This is an optimization exercise on Yosys and OpenROAD, whose aim is small area, not a production implementation.
The RTL was checked by simulation tests, not by an equivalence proof against the original design.
Power is estimated from default activity; no workload was simulated.

==> inputs of v2 <==
// parking_meter_core
module parking_meter_core(clk, rst, tick, scan, blink, parked, sw, seg, an);
clock: 25.0 ns
lec_check: 0
abc_area: 1
cap_margin: 20
core_margin: 2
core_utilization: 60
slew_margin: 20
run.sh (not shown) runs the stock make flow with config.mk's settings and CLKGATE_MAP_FILE= SYNTH_SCRIPT=/design/flow/synth_recipe.tcl, a recipe that flattens the netlist after the stock synthesis.
==> inputs of v4, as changes to v2 <==
==> flow/flow/run.sh (new file) <==
#!/bin/bash
# The standard layout with two changes to how it is made:
# 1. After the standard synthesis, flow/remap.tcl re-maps the combinational
#    logic of its netlist with an area-oriented ABC script (flow/abc.script).
#    Every register keeps its instance, name and cell type; only the gates
#    between registers and ports change.
# 2. The port buffers are the smallest buffer, sky130_fd_sc_hd__buf_1.
# Each tool's output goes to a log file of its own in this folder.
set -euo pipefail
RES="$PWD/orfs/results/sky130hd/parking_meter_core/base"
LIB="$FLOW_HOME/platforms/sky130hd/lib/sky130_fd_sc_hd__tt_025C_1v80.lib"

bash standard.sh synth > synth.log 2>&1
cp "$RES/1_2_yosys.v" standard_1_2_yosys.v

REMAP_LIB="$LIB" REMAP_IN=standard_1_2_yosys.v REMAP_OUT=remapped.v \
  REMAP_SCRIPT="$PWD/flow/abc.script" yosys -c flow/remap.tcl > remap.log 2>&1
cp remapped.v "$RES/1_2_yosys.v"
touch "$RES/1_2_yosys.v"
rm -f "$RES/1_synth.odb"

export BUFFER_PORTS_ARGS="-buffer_cell sky130_fd_sc_hd__buf_1"
bash standard.sh finish > standard.log 2>&1
==> flow/flow/abc.script (new file) <==
strash
dch
amap
topo
==> flow/flow/remap.tcl (new file) <==
# Re-maps the combinational logic of the standard synthesis netlist with an
# area-oriented ABC script. Registers (and every sequential cell) stay the same
# instances with the same names; only the logic between them is re-mapped.
yosys -import
set lib $::env(REMAP_LIB)
set net $::env(REMAP_IN)
read_liberty -overwrite -ignore_miss_func -setattr liberty_cell $lib
foreach pat {df* edf* sdf* sedf* dl* sdl*} {
  setattr -mod -set keep_hierarchy 1 sky130_fd_sc_hd__$pat
}
read_verilog -overwrite $net
hierarchy -top parking_meter_core
flatten
opt_clean -purge
opt -purge
abc -liberty $lib -dont_use *lpflow* -dont_use *probe* -script $::env(REMAP_SCRIPT)
opt_clean -purge
hilomap -singleton -hicell sky130_fd_sc_hd__conb_1 HI -locell sky130_fd_sc_hd__conb_1 LO
insbuf -buf sky130_fd_sc_hd__buf_4 A X
splitnets
opt_clean -purge
stat -liberty $lib
select parking_meter_core
write_verilog -noattr -nohex -nodec -selected $::env(REMAP_OUT)
==> flow/standard.sh (new file) <==
#!/bin/bash
# synth_recipe.tcl (not shown) runs the flow's synth.tcl, then flattens the netlist and writes it again
# the make line also repeats each setting of config.mk as NAME=value (left out here)
make -C /OpenROAD-flow-scripts/flow DESIGN_CONFIG=/design/flow/config.mk WORK_HOME=/design/flow/orfs CLKGATE_MAP_FILE= SYNTH_SCRIPT=/design/flow/synth_recipe.tcl "${@:-finish}"
Settings changed: CTS_BUF_LIST from default to sky130_fd_sc_hd__clkbuf_8.
removed: flow/run.sh
==> inputs of v27, as changes to v2 <==
==> flow/flow/run.sh (new file) <==
#!/bin/bash
# Standard layout, but the port buffers are the smallest buffer (buf_1).
cp standard.sh standard_sh_copy.log
export BUFFER_PORTS_ARGS="-buffer_cell sky130_fd_sc_hd__buf_1"
bash standard.sh > standard.log 2>&1
==> flow/standard.sh (new file) <==
#!/bin/bash
# synth_recipe.tcl (not shown) runs the flow's synth.tcl, then flattens the netlist and writes it again
# the make line also repeats each setting of config.mk as NAME=value (left out here)
make -C /OpenROAD-flow-scripts/flow DESIGN_CONFIG=/design/flow/config.mk WORK_HOME=/design/flow/orfs CLKGATE_MAP_FILE= SYNTH_SCRIPT=/design/flow/synth_recipe.tcl "${@:-finish}"
removed: flow/run.sh
==> flow_metrics.env <==
export IMPL_drt_iter0_drc=105
export IMPL_row_count=23
export IMPL_synthArstFlopShare_pct=0
export IMPL_synth_xor_area_share_pct=1.40
export IMPL_ys_seq_elements=25
export IMPL_synth_edff_count=0
export IMPL_status="finished clean"
# the run above: v2

==> flow_metrics.env <==
export IMPL_largest_class="multi-input combinational cells"
export IMPL_status="finished clean"
export IMPL_row_count=21
export IMPL_drt_iter0_drc=184
export IMPL_instances_no_fill=424
# the run above: v4

==> flow_metrics.env <==
export IMPL_status="finished clean"
export IMPL_synth_xor_area_share_pct=1.40
export IMPL_ys_seq_elements=25
export IMPL_synthArstFlopShare_pct=0
export IMPL_drt_iter0_drc=139
# the run above: v27



==> 09-12 <==
parking_meter_core, a different RTL version from the one above (not shown whole).
==> flow/config.mk <==
export PLATFORM = sky130hd
export DESIGN_NAME = parking_meter_core
export DESIGN_NICKNAME = parking_meter_core
export VERILOG_FILES = /design/flow/design.v
export SDC_FILE = /design/flow/constraint.sdc
export NUM_CORES = 4
export LEC_CHECK = 0
export ABC_AREA = 1
export CAP_MARGIN = 20
export CORE_MARGIN = 2
export CORE_UTILIZATION = 60
export CTS_BUF_LIST = sky130_fd_sc_hd__clkbuf_8
export CTS_CLUSTER_SIZE = 30
export SLEW_MARGIN = 20
==> flow/constraint.sdc <==
create_clock -name core_clock -period 25.0 [get_ports {clk}]
set_input_delay 5.0000 -clock core_clock [delete_from_list [all_inputs] [get_ports {clk}]]
set_output_delay 5.0000 -clock core_clock [all_outputs]
set_load 0.01 [all_outputs]
standard.sh (not shown) runs the stock make flow with config.mk's settings and CLKGATE_MAP_FILE= SYNTH_SCRIPT=/design/flow/synth_recipe.tcl, a recipe that flattens the netlist after the stock synthesis.
==> flow/flow/run.sh <==
#!/bin/bash
# The standard layout with two changes to how it is made:
# 1. After the standard synthesis, flow/remap.tcl re-maps the combinational
#    logic of its netlist with an area-oriented ABC script (flow/abc.script: &deepsyn, then amap).
#    Every register keeps its instance, name and cell type; only the gates
#    between registers and ports change.
# 2. The port buffers are the smallest buffer, sky130_fd_sc_hd__buf_1.
# Each tool's output goes to a log file of its own in this folder.
set -euo pipefail
RES="$PWD/orfs/results/sky130hd/parking_meter_core/base"
LIB="$FLOW_HOME/platforms/sky130hd/lib/sky130_fd_sc_hd__tt_025C_1v80.lib"

bash standard.sh synth > synth.log 2>&1
cp "$RES/1_2_yosys.v" standard_1_2_yosys.v

REMAP_LIB="$LIB" REMAP_IN=standard_1_2_yosys.v REMAP_OUT=remapped.v \
  REMAP_SCRIPT="$PWD/flow/abc.script" yosys -c flow/remap.tcl > remap.log 2>&1
cp remapped.v "$RES/1_2_yosys.v"
touch "$RES/1_2_yosys.v"
rm -f "$RES/1_synth.odb"

export BUFFER_PORTS_ARGS="-buffer_cell sky130_fd_sc_hd__buf_1"
bash standard.sh finish > standard.log 2>&1
==> flow/flow/abc.script <==
strash
&get -n
&deepsyn -T 120
&put
dch
amap
topo
==> flow/flow/remap.tcl <==
# Re-maps the combinational logic of the standard synthesis netlist with an
# area-oriented ABC script. Registers (and every sequential cell) stay the same
# instances with the same names; only the logic between them is re-mapped.
yosys -import
set lib $::env(REMAP_LIB)
set net $::env(REMAP_IN)
read_liberty -overwrite -ignore_miss_func -setattr liberty_cell $lib
foreach pat {df* edf* sdf* sedf* dl* sdl*} {
  setattr -mod -set keep_hierarchy 1 sky130_fd_sc_hd__$pat
}
read_verilog -overwrite $net
hierarchy -top parking_meter_core
flatten
opt_clean -purge
opt -purge
abc -liberty $lib -dont_use *lpflow* -dont_use *probe* -script $::env(REMAP_SCRIPT)
opt_clean -purge
hilomap -singleton -hicell sky130_fd_sc_hd__conb_1 HI -locell sky130_fd_sc_hd__conb_1 LO
insbuf -buf sky130_fd_sc_hd__buf_4 A X
splitnets
opt_clean -purge
stat -liberty $lib
select parking_meter_core
write_verilog -noattr -nohex -nodec -selected $::env(REMAP_OUT)
==> inputs of 06-01, as changes to 09-12 <==
==> flow/flow/abc.script (replaced) <==
strash
&get -n
&deepsyn -T 300
&put
dch
amap
topo
--- a/flow/config.mk
+++ b/flow/config.mk
@@ -10,5 +10,4 @@
 export CORE_MARGIN = 2
 export CORE_UTILIZATION = 60
 export CTS_BUF_LIST = sky130_fd_sc_hd__clkbuf_8
-export CTS_CLUSTER_SIZE = 30
 export SLEW_MARGIN = 20
==> inputs of 01-17, as changes to 09-12 <==
--- a/flow/config.mk
+++ b/flow/config.mk
@@ -10,5 +10,4 @@
 export CORE_MARGIN = 2
 export CORE_UTILIZATION = 60
 export CTS_BUF_LIST = sky130_fd_sc_hd__clkbuf_8
-export CTS_CLUSTER_SIZE = 30
 export SLEW_MARGIN = 20
==> results list <==
- For the worst flop-to-flop path, the logic depth is 38.
- Initial detailed-routing violation count: 258
- Outcome: complete, no violations
- Combinational cells account for 23.2% of the total power.
* Standard cell with the maximum stage delay on the critical path: sky130_fd_sc_hd__nor2_1
- Relative slew margins: 49.34%
* Worst hold path startpoint: v[2]$_SDFFE_PP0P_
* Design Power: 0.08498 mW
- Lkg Pwr: 0.7548 nW
* Number of buffer and inverter instances along the worst setup path: 6
- Wires add up to 5286 microns.
- The area growth from synthesis to layout is 9.188%.
(the above is from 01-17)
==> results list <==
* Area Overhead vs Synth: 9.188%
- Capture point of the critical path: v[2]$_SDFFE_PP0P_
- Lkg Pwr: 0.7548 nW
- Initial detailed-routing violation count: 258
- Share of the cycle needed by the critical path after routing: 41.09%
- The post-route netlist has 1.036% of its cells at a drive strength greater than 1.
- Worst setup path startpoint: sw[4]
- The congestion estimate from routability-driven global placement came to 0.9570.
- Outcome: complete, no violations
* Number of buffer and inverter instances along the worst setup path: 6
- Measured against its own limit, the worst slew margin works out to 49.34%.
- Worst hold path startpoint: v[2]$_SDFFE_PP0P_
- For this block, the routed nets add up to 5286 microns of wire.
* Highest clock frequency the design can meet: 97.35 MHz
- In this run the critical register-to-register path is launched from st[0]$_SDFFE_PP0P_.
- Number of inserted filler cells in the final layout: 328
* Post-DRT Antenna Nets: 0
- Of the total power, combinational logic draws 23.2%.
(the above is from 09-12)
==> results list <==
- Initial Util: 61.90%
* Standard cell with the maximum stage delay on the critical path: sky130_fd_sc_hd__a21oi_1
* Wire length after detailed routing: 5339 microns
- Worst reg-to-reg path cell count: 40
- In this run, the number of DRC markers left after iteration 0 of detailed routing was 220.
- From synthesis to final layout, the design area changed by 9.768%.
- Registers represent a cell area share of 22.25%.
* Outcome: complete, no violations
- Design Power: 0.08956 mW
- In this run the tightest slew margin relative to its limit is 51.28%.
- Combinational fraction of design power: 26.1%
- Summed over all cells, the static leakage comes to 0.7403 nW.
- Final design area excluding fillers: 2250 sq um
(the above is from 06-01)

separate check: timing with driven ports:
The results above use ideal ports. As a check the final layouts listed here were re-extracted and re-timed, cells and wires unchanged. Step 1 assumes that a clkbuf_16 drives the clock port and a buf_2 every other input. Step 2 adds t to the input delays and takes it off the output delays; t is the mean of the earliest and latest rising clock arrival at the registers after step 1. Input paths then give back, and output paths get back, about the clock's delay inside the block. Slacks: ideal ports / drivers / drivers and shift; pairs: ideal ports / drivers.
run | t, ns | slack for setup (ns) | worst setup path at the end
v2 | 0.292 | 15.582 / 15.584 / 15.292 | input to register
v4 | 0.304 | 15.028 / 15.037 / 14.732 | input to register
v27 | 0.289 | 16.023 / 16.027 / 15.738 | input to register
09-12 | 0.282 | 14.728 / 14.728 / 14.446 | input to register
06-01 | 0.291 | 13.558 / 13.555 / 13.264 | input to register
01-17 | 0.282 | 14.728 / 14.728 / 14.446 | input to register
After both steps every run listed still meets setup and hold. The setup slack of v4, which loses most, moves by +0.009 ns with the drivers and by -0.296 ns with both steps.
